Context: an optimization exercise on an open-source flow, tuned for small area, a short achievable clock period and few clock cycles. The choices shown serve that exercise and are no tape-out recipe.
No run shown here included a check of the RTL's function; only the layout flow was run.

File: run.sh
#!/bin/bash
# synth_recipe.tcl (not shown) runs the flow's synth.tcl, then flattens the netlist and writes it again
# the make line also repeats each setting of config.mk as NAME=value (left out here)
make -C /OpenROAD-flow-scripts/flow DESIGN_CONFIG=/design/flow/config.mk WORK_HOME=/design/flow/orfs CLKGATE_MAP_FILE= SYNTH_SCRIPT=/design/flow/synth_recipe.tcl finish
File: config.mk
export PLATFORM = sky130hd
export DESIGN_NAME = encrpytion
export DESIGN_NICKNAME = encrpytion
export VERILOG_FILES = /design/flow/design.v
export SDC_FILE = /design/flow/constraint.sdc
export NUM_CORES = 4
export LEC_CHECK = 0
export CAP_MARGIN = 20
export CORE_MARGIN = 2
export CORE_UTILIZATION = 55
export PLACE_DENSITY = 0.7
export SETUP_SLACK_MARGIN = 5
export SLEW_MARGIN = 20
File: constraint.sdc
create_clock -name core_clock -period 10.0 [get_ports {clk}]
set_input_delay 2.0000 -clock core_clock [delete_from_list [all_inputs] [get_ports {clk}]]
set_output_delay 2.0000 -clock core_clock [all_outputs]
set_load 0.01 [all_outputs]
File: design.v
module encrpytion        
    # (parameter k = 32)(
    input clk,               
    input rst,               
    input en,                
    input [k-1:0]a,          
    input [2*k-1:0]n,        
    input [k:0]e,            
    output [k-1:0]cipher,    
    output reg ready_flag    
    );
localparam KS = 2;                   
localparam W  = 35;                  
localparam NW = (33 + KS - 1) / KS;  
localparam D  = NW * KS;             
localparam JW = 5;                   
localparam ST_MUL  = 3'd0;           
localparam ST_CONV = 3'd1;           
localparam ST_NORM = 3'd2;           
localparam ST_FIX  = 3'd3;           
localparam ST_UNA  = 3'd4;           
localparam ST_UNB  = 3'd5;           
reg  [W-1:0]  S, C;       
reg  [32:0]   R;          
reg  [31:0]   N;          
reg  [4:0]    sh;         
reg  [KS-1:0] dq;         
reg           first;      
reg           lastc;      
reg  [JW-1:0] j;          
reg  [4:0]    idx;        
reg           ebit;       
reg           sq;         
reg  [2:0]    st;
reg           run;
assign cipher = R[31:0];
reg  [4:0] idx0;
integer i;
always @(*) begin
    idx0 = 5'd0;
    for (i = 1; i <= k; i = i + 1)
        if (e[i]) idx0 = i - 1;
end
wire [W-1:0] Y  = {{(W-33){R[32]}}, R};
wire [W-1:0] Nx = {{(W-32){1'b0}}, N};
wire [W-1:0] N2 = {{(W-33){1'b0}}, N, 1'b0};
wire [7:0] H1 = {4'd0, N[31:28]};
wire [7:0] H3 = {4'd0, N[31:28]} + {3'd0, N[31:27]};
reg [W-1:0] vs [0:KS];
reg [W-1:0] vc [0:KS];
reg [W-1:0] z, s1, c1, z2;
reg [7:0]   u2;
reg         neg, nz, qp, qn, q2;
integer     t;
always @(*) begin
    vs[0] = S;
    vc[0] = C;
    for (t = 0; t < KS; t = t + 1) begin
        nz  = dq[KS-1-t];
        neg = first & (t == 0) & nz;        
        z   = nz ? (Y ^ {W{neg}}) : {W{1'b0}};
        s1  = {vs[t][W-2:0], 1'b0} ^ {vc[t][W-2:0], 1'b0} ^ z;
        c1  = {(({vs[t][W-3:0], 1'b0} & {vc[t][W-3:0], 1'b0}) |
                ({vs[t][W-3:0], 1'b0} & z[W-2:0]) |
                ({vc[t][W-3:0], 1'b0} & z[W-2:0])), neg};
        u2  = {s1[W-1:28] + c1[W-1:28], 1'b0} + 8'd2;
        qp  = !u2[7] && (u2 >= H1);
        q2  = (!u2[7] && (u2 >= H3)) || (u2[7] && ((-u2) > H3));
        qn  = u2[7] && ((-u2) > H1);
        z2  = (qp | qn) ? ((q2 ? N2 : Nx) ^ {W{qp}}) : {W{1'b0}};
        vs[t+1] = s1 ^ c1 ^ z2;
        vc[t+1] = {((s1[W-2:0] & c1[W-2:0]) | (s1[W-2:0] & z2[W-2:0]) |
                    (c1[W-2:0] & z2[W-2:0])), qp};
    end
end
wire        cpa_conv = (st == ST_CONV);
wire [32:0] opA = cpa_conv ? S[32:0] : R;
wire [32:0] opB = cpa_conv ? C[32:0] : ((st == ST_FIX) ? {1'b0, N} : ~{1'b0, N});
wire [32:0] sum = opA + opB + {32'd0, st == ST_UNB};
wire [D-1:0] Xs = {{(D-33){R[32]}}, R};
wire [D-1:0] Xn = {{(D-33){sum[32]}}, sum};
wire [D-1:0] Xa = {{(D-32){1'b0}}, a};
wire [KS-1:0] wsq  = Xs[KS*j +: KS];
wire [KS-1:0] wmul = Xa[KS*j +: KS];
wire idle   = ~run & ~ready_flag;
wire domul  = sq & ebit;
wire conv_done = ~domul & (idx == 5'd0);
wire fin    = ((st == ST_FIX) | (st == ST_UNB)) & (sh == 5'd0);
always @(posedge clk or posedge rst) begin
    if (rst) begin
        run <= 1'b0;
        ready_flag <= 1'b0;
    end else begin
        run <= en & (idle | (run & ~fin));
        ready_flag <= en & (ready_flag | (run & fin));
    end
end
always @(posedge clk) begin
    ebit <= e[idx];
    if (idle) begin
        R     <= {1'b0, a};
        N     <= n[31:0];
        sh    <= 5'd0;
        idx   <= idx0;
        sq    <= 1'b1;
        S     <= {W{1'b0}};
        C     <= {W{1'b0}};
        dq    <= Xa[D-1 -: KS];
        first <= 1'b1;
        lastc <= 1'b0;
        j     <= NW - 2;
        st    <= n[31] ? ST_MUL : ST_NORM;
    end else if (run) begin
        case (st)
        ST_NORM: begin
            N  <= {N[30:0], 1'b0};
            sh <= sh + 5'd1;
            if (N[30]) st <= ST_MUL;
        end
        ST_MUL: begin
            S     <= vs[KS];
            C     <= vc[KS];
            first <= 1'b0;
            dq    <= sq ? wsq : wmul;
            lastc <= (j == 0);
            j     <= j - 1'b1;
            if (lastc) st <= ST_CONV;
        end
        ST_CONV: begin
            R     <= sum;
            S     <= {W{1'b0}};
            C     <= {W{1'b0}};
            first <= 1'b1;
            lastc <= 1'b0;
            j     <= NW - 2;
            if (domul) begin
                sq <= 1'b0;
                dq <= Xa[D-1 -: KS];
                st <= ST_MUL;
            end else if (idx == 5'd0) begin
                st <= ST_FIX;
            end else begin
                sq  <= 1'b1;
                idx <= idx - 5'd1;
                dq  <= Xn[D-1 -: KS];
                st  <= ST_MUL;
            end
        end
        ST_FIX: begin
            if (R[32]) R <= sum;
            st <= ST_UNA;
        end
        ST_UNA: begin
            N  <= {1'b0, N[31:1]};
            sh <= sh - 5'd1;
            st <= ST_UNB;
        end
        ST_UNB: begin
            if (!sum[32]) R <= sum;
            st <= ST_UNA;
        end
        default: st <= ST_MUL;
        endcase
    end
end
endmodule
==> results of run 1 <==
-- stage by stage --
step	instance area (um2)	TNS, ns	hold slack, ns
CTS	21430	0	0.4623
finish	22850	0	0.4638
floorplan	18980	0	0.4319
detailed placement	20520	-0.03200	0.4477
global placement	20520	0	0.4440
global route	22850	-3.738	0.4962
-- state kept, by name (all words and copies together) (netlist names) --
name and count:
ready_flag 1, dq 2, idx 5, j 5
R 33, sq 1, S 34, lastc 1
run 1, first 1, C 34, ebit 1
st 3, sh 5, N 32
-- routing by layer --
metal / global-route usage, % / routed length [um]
met3: 5.960 / 5180
met1: 42.27 / 24450
met2: 51.74 / 27400
met5: 0 / 0
met4: 10.37 / 1760
-- synthesized netlist by cell type, types with 5 or more instances --
cell	n	share of area [%]
a211o_1	7	0.33
a211oi_1	64	2.6
a21boi_0	5	0.20
a21o_1	21	0.84
a21oi_1	171	4.6
a2bb2oi_1	27	1.3
a31oi_1	7	0.23
and2_1	60	2.0
and3_1	7	0.23
buf_1	10	0.20
buf_2	16	0.43
buf_4	37	1.5
clkbuf_1	100	2.0
dfxtp_1	85	9.1
edfxtp_1	72	12
fa_1	134	14
ha_1	92	6.1
inv_1	226	4.5
mux2_2	36	2.2
mux2i_1	103	5.5
mux4_2	24	2.9
nand2_1	134	2.7
nand2b_1	17	0.57
nand3_1	26	0.69
nand3b_1	10	0.40
nand4_1	9	0.30
nor2_1	162	3.2
nor2b_1	44	1.5
nor3_1	77	2.1
nor4_1	11	0.37
o211ai_1	6	0.24
o21a_1	17	0.68
o21ai_0	132	3.5
o21ai_1	7	0.19
o21bai_1	34	1.4
o22ai_1	9	0.30
o31ai_1	11	0.44
or3_1	8	0.27
xnor2_1	38	1.8
xor2_1	55	2.6
-- final cells by class --
type | count | share of cell area [%]
Timing Repair Buffer | 224 | 10.43
Multi-Input combinational cell | 1640 | 63.44
Clock buffer | 20 | 1.998
Sequential cell | 159 | 17.14
Tap cell | 448 | 2.453
Inverter | 227 | 3.728
Clock inverter | 12 | 0.8048
-- timing repair --
item,4_1_cts,5_1_grt
resized for setup,24,230
hold buffers,0,0
setup endpoints to repair,121,126
buffers inserted,12,19
pin swaps,13,110
cloned,2,9
-- logic make-up after synthesis --
kind of cell | share of synthesized area [%]
AND/OR/NAND/NOR | 15.63
multiplexers | 10.62
flip-flops | 20.87
buffers and inverters | 8.861
AO/OA/AOI/OAI | 19.23
XOR/XNOR | 4.344
adder cells (fa/ha/maj) | 20.44
-- worst register-to-register path: cells and delay by family, from the launching register on --
family	cells	cell delay (ns)
adder cells (fa/ha/maj)	11	4.24
AND/OR/NAND/NOR	11	1.62
buffers and inverters	10	1.11
AO/OA/AOI/OAI	6	0.94
multiplexers	3	0.75
XOR/XNOR	4	0.55
flip-flops	1	0.47
-- path summary, 6_finish.rpt --
check,slack (ns),end,cells past startpoint
worst max-delay path,0.17,S[2],45
worst min-delay path,0.46,C[0],2
worst max register to register,0.17,S[2],45
worst min register to register,0.46,C[0],2
max in group asynchronous,8.18,ready_flag,2
min in group asynchronous,1.70,run,2
==> flow_summary.json, run 1 <==
{
  "status": "timing/DRC/antenna clean",
  "nNetsFinal": 2627,
  "crit_buf_inv": 10,
  "final_cell_mix": "221 x inv_1, 158 x a21oi_1, 132 x nor2_1, 132 x clkdlybuf4s50_1, 128 x nand2_1",
  "synthCells": 2193,
  "wire_per_inst_um": 21.54,
  "tightest_slew_ns": 1.062,
  "cts_max_level": 4,
  "grt_pass1_vias": 16530,
  "hold_class": "reg -> reg",
  "drt_iter0_drc": 1408,
  "min_period_ns": 9.827,
  "clk_latency_ns": 0.46,
  "root_buffer": "clkbuf_16",
  "drive_gt1_share_pct": 19.41,
  "required_ns": 10.31,
  "cp.arrival_ns": 10.14,
  "slowest_stage": "fa_2",
  "place.gp.congestion": 0.8996,
  "fillers": 2641,
  "drc": 0,
  "clockBufferDepth": 2,
  "skew_ns": 0.01250,
  "grt.total_usage_pct": 31.61,
  "setup.worst_path.start": "R[28]",
  "syn_to_final_growth_pct": 21.88,
  "synth_ff_type": "dfxtp_1",
  "die_y_um": 188.6,
  "grt_start_max_net_pins": 97,
  "synth_edf_count": 72,
  "place_ws_ns": -0.02514,
  "diodes": 0,
  "synth.distinct_cells": 88,
  "syn-num-nets": 2551,
  "viasPerCell": 6.250,
  "clkSlewWorstSetupHoldPaths_ns": 0.07,
  "final_cells": 2730,
  "regArea_um2": 3918,
  "hold_viol_final": 0,
  "grt_overflow": 0,
  "critPathMostFrequentCell": "inv_2",
  "syn_avg_cell_area_um2": 8.551,
  "via_count": 17060,
  "yosysWarnings": 3,
  "design.core.area_um2": 33530,
  "slew_violations": 0,
  "async_reset_ff_share_pct": 1.258,
  "rsz0062_at_grt": "true",
  "ant_nets": 0,
  "max_freq_ghz": 0.1018,
  "slew_headroom_pct": 29.23,
  "io_buffer_count": 132,
  "fin_util_pct": 68.16,
  "seq_area_frac_synth_pct": 20.87,
  "die-area_um2": 35590,
  "antenna_found_initial": 0,
  "io-pin-count": 165,
  "r2r_start": "R[28]",
  "setup_viol": 0,
  "critPathMaxStageDelay_ns": 0.57,
  "multi_input_area_um2": 14500,
  "netlist_area_um2": 18750,
  "endpoint_kind": "flip-flop",
  "firstDrtPassIters": 12,
  "hpwl_um": 39610,
  "finalCritPeriodShare_pct": 98.27,
  "drt-total-wl_um": 58790,
  "critical_path.top_delay_family": "adder cells",
  "numCtsBuffers": 17,
  "layout_setup_ws_ns": 0.1727,
  "cts_num_sinks": 159,
  "start_kind": "flip-flop",
  "floorplan.initialDensity_pct": 55.92,
  "synth_seq_cells": 159,
  "worst-path-max-fanout": 8,
  "die_x_um": 188.6,
  "placed_cells": 2655,
  "max_cap_viol_count": 0,
  "grt_pass1_wl_um": 89160,
  "final_common_cell": "inv_1",
  "row_count": 67,
  "path_class": "reg -> reg",
  "min-delay-start": "C[0]",
  "cts_tree": "yes"
}
==> inputs of run 2 (changes only) <==
--- a/design.v
+++ b/design.v
@@ -10,5 +10,5 @@
     output reg ready_flag    
     );
-localparam KS = 2;                   
+localparam KS = 1;                   
 localparam W  = 35;                  
 localparam NW = (33 + KS - 1) / KS;  
==> flow_summary.json, run 2 <==
{
  "clkSlewWorstSetupHoldPaths_ns": 0.07,
  "grt_overflow": 0,
  "async_reset_ff_share_pct": 1.266,
  "min_period_ns": 5.653,
  "fin_setup_tns_ns": 0,
  "netlist_area_um2": 14520,
  "viasPerCell": 6.279,
  "drc": 0,
  "io-pin-count": 165,
  "cts_max_level": 4,
  "drt-total-wl_um": 44210,
  "status": "timing/DRC/antenna clean",
  "yosysTopAreaCell": "edfxtp_1",
  "grt_pass1_wl_um": 67950,
  "antenna_found_initial": 0,
  "wire_per_inst_um": 21.27,
  "required_ns": 10.38,
  "slew_headroom_pct": 17.94,
  "synth_ff_type": "dfxtp_1",
  "cts_num_sinks": 158,
  "endpoint_kind": "flip-flop",
  "yosysTopAreaCellShare_pct": 14.89,
  "ff2ff_setup_slack_ns": 4.35,
  "synth.distinct_cells": 83,
  "hold_class": "reg -> reg",
  "worst-path-max-fanout": 6,
  "synthCells": 1634,
  "grt_start_max_net_pins": 98,
  "r2r_start": "R[28]",
  "netlist_top_cells_count": "163 x nand2_1, 140 x a21oi_1, 118 x nor2_1",
  "nNetsFinal": 2000,
  "via_count": 13050,
  "hold_path_depth": 2,
  "die_x_um": 166.5,
  "clockBufferDepth": 2,
  "start_kind": "flip-flop",
  "drive_gt1_share_pct": 17.14,
  "hold_buffers": 0,
  "grt_pass1_vias": 12690,
  "row_count": 59,
  "numCtsBuffers": 17,
  "r2r_end": "S[32]",
  "ant_nets": 0,
  "slew_violations": 0,
  "firstDrtPassIters": 5,
  "synth_seq_cells": 158,
  "ff2ff_path_depth": 27,
  "cp.arrival_ns": 6.03,
  "skew_ns": 0.01681,
  "tightest_slew_ns": 1.229,
  "drt_iter0_drc": 1225,
  "final_common_cell": "nand2_1",
  "clk_latency_ns": 0.45,
  "root_buffer": "clkbuf_16",
  "seq_area_frac_synth_pct": 26.82,
  "hold_viol_final": 0,
  "max_cap_viol_count": 0,
  "grt.total_usage_pct": 30.82,
  "synth_edf_count": 72,
  "die_y_um": 166.5,
  "layout_setup_ws_ns": 4.347,
  "die-area_um2": 27710,
  "max_freq_ghz": 0.1769,
  "yosysMostFrequentCell": "nand2_1",
  "syn_avg_cell_area_um2": 8.886,
  "design.core.area_um2": 25980,
  "syn-num-nets": 1903,
  "cts_tree": "yes",
  "finalCritPeriodShare_pct": 56.53,
  "path_class": "reg -> reg",
  "diodes": 0,
  "crit_path_end": "S[32]",
  "rsz0062_at_grt": "true",
  "io_buffer_count": 132,
  "final_cell_mix": "161 x nand2_1, 137 x a21oi_1, 132 x clkdlybuf4s50_1, 112 x nor2_1, 98 x inv_1",
  "synth_area_leaders": "edfxtp_1 15%, dfxtp_1 12%, fa_1 9.5%",
  "place.gp.congestion": 0.8859,
  "hpwl_um": 28740,
  "syn_to_final_growth_pct": 21.09,
  "setup.worst_path.start": "R[28]",
  "setup_viol": 0,
  "floorplan.initialDensity_pct": 55.87,
  "reg.largest.list": "C: 34 flops, S: 34 flops, R: 33 flops",
  "place_ws_ns": 3.302,
  "yosysWarnings": 3
}
[run 2: critical path: stages, from the launching register on]
cell       delay, ns
edfxtp_1        0.47
xor2_1          0.20
and2_4          0.14
fa_1            0.53
ha_2            0.21
inv_2           0.04
fa_2            0.57
inv_4           0.06
ha_4            0.19
xor2_4          0.16
buf_4           0.14
ha_1            0.27
o21a_1          0.12
o21a_1          0.16
o21a_1          0.21
a2111oi_4       0.26
a31oi_4         0.07
buf_6           0.15
buf_12          0.12
buf_16          0.13
buf_4           0.15
buf_6           0.12
nand2_1         0.07
mux2i_1         0.23
fa_2            0.47
nor3_2          0.16
a21oi_1         0.06
nor2_1          0.10
[run 2: worst min path at each step]
stage	start	end
after detailed placement	lastc	lastc
after global routing	lastc	lastc
after floorplan	lastc	lastc
after global placement	lastc	lastc
after CTS	lastc	lastc
final	lastc	lastc
[run 2: logic make-up after synthesis]
logic type | count (synthesis) | share of synthesized area [%]
buffers and inverters | 240 | 7.144
muxes | 161 | 14.00
xor gates and xnor gates | 82 | 4.998
and+or+nand+nor | 463 | 14.39
DFF | 158 | 26.82
adders and majority gates | 137 | 15.37
AOI/OAI and AO/OA | 393 | 17.27
[run 2: metrics by stage]
| stage | hold WS (ns) | area (um2) | cells | utilization, % |
|---|---|---|---|---|
| 5_1_grt | 0.4845 | 17580 | 2079 | 67.66 |
| 6_report | 0.4616 | 17580 | 2079 | 67.66 |
| 4_1_cts | 0.4625 | 17100 | 2062 | 65.82 |
| 3_3_place_gp | 0.4481 | 15890 | 1988 | 61.14 |
| 3_5_place_dp | 0.4550 | 15890 | 1988 | 61.14 |
| 2_1_floorplan | 0.4323 | 14670 | 1634 | - |
[run 2: cell type report]
cell class                      count  area, um2
Multi-Input combinational cell   1237      10150
Fill cell                        2140       8404
Sequential cell                   158       3899
Timing Repair Buffer              210       2145
Clock buffer                       17      425.4
Tap cell                          335      419.2
Inverter                          107      410.4
Clock inverter                     15      131.4
[run 2: per-layer routing]
| metal | wire length [um] | vias up | track usage (%) |
|---|---|---|---|
| met3 | 3115 | 107 | 4.325 |
| met1 | 17850 | 6408 | 40.03 |
| met5 | 0 | - | 0 |
| li1 | - | 5999 | - |
| met4 | 1386 | 0 | 10.57 |
| met2 | 21860 | 540 | 53.00 |
[run 2: timing repair]
item	in CTS	in global routing
pin swaps	77	33
setup endpoints to repair	116	99
buffers inserted	38	14
gates cloned	4	3
gates resized for setup	64	70

-- afterwards: timing with drivers on the ports --
Ports are ideal in the flow. The routed layouts listed here were re-timed in OpenROAD.
Step 1 assumes that a clkbuf_16 drives the clock port and a buf_2 every other input.
Step 2 moves the port delays by t, midway between the first and last clock arrival at a register: inputs arrive t later, outputs are due t later. That takes back most of the time a late clock gives input paths.
Three values: no drivers, after step 1, after step 2; two values: the first two.
run	t, ns	slack for setup (ns)	worst register clock-pin slew, ns
run 1	0.512	0.173 / 0.173 / 0.173	0.07 / 0.07
run 2	0.492	4.347 / 4.347 / 4.347	0.08 / 0.08
After both steps every run listed still meets setup and hold.
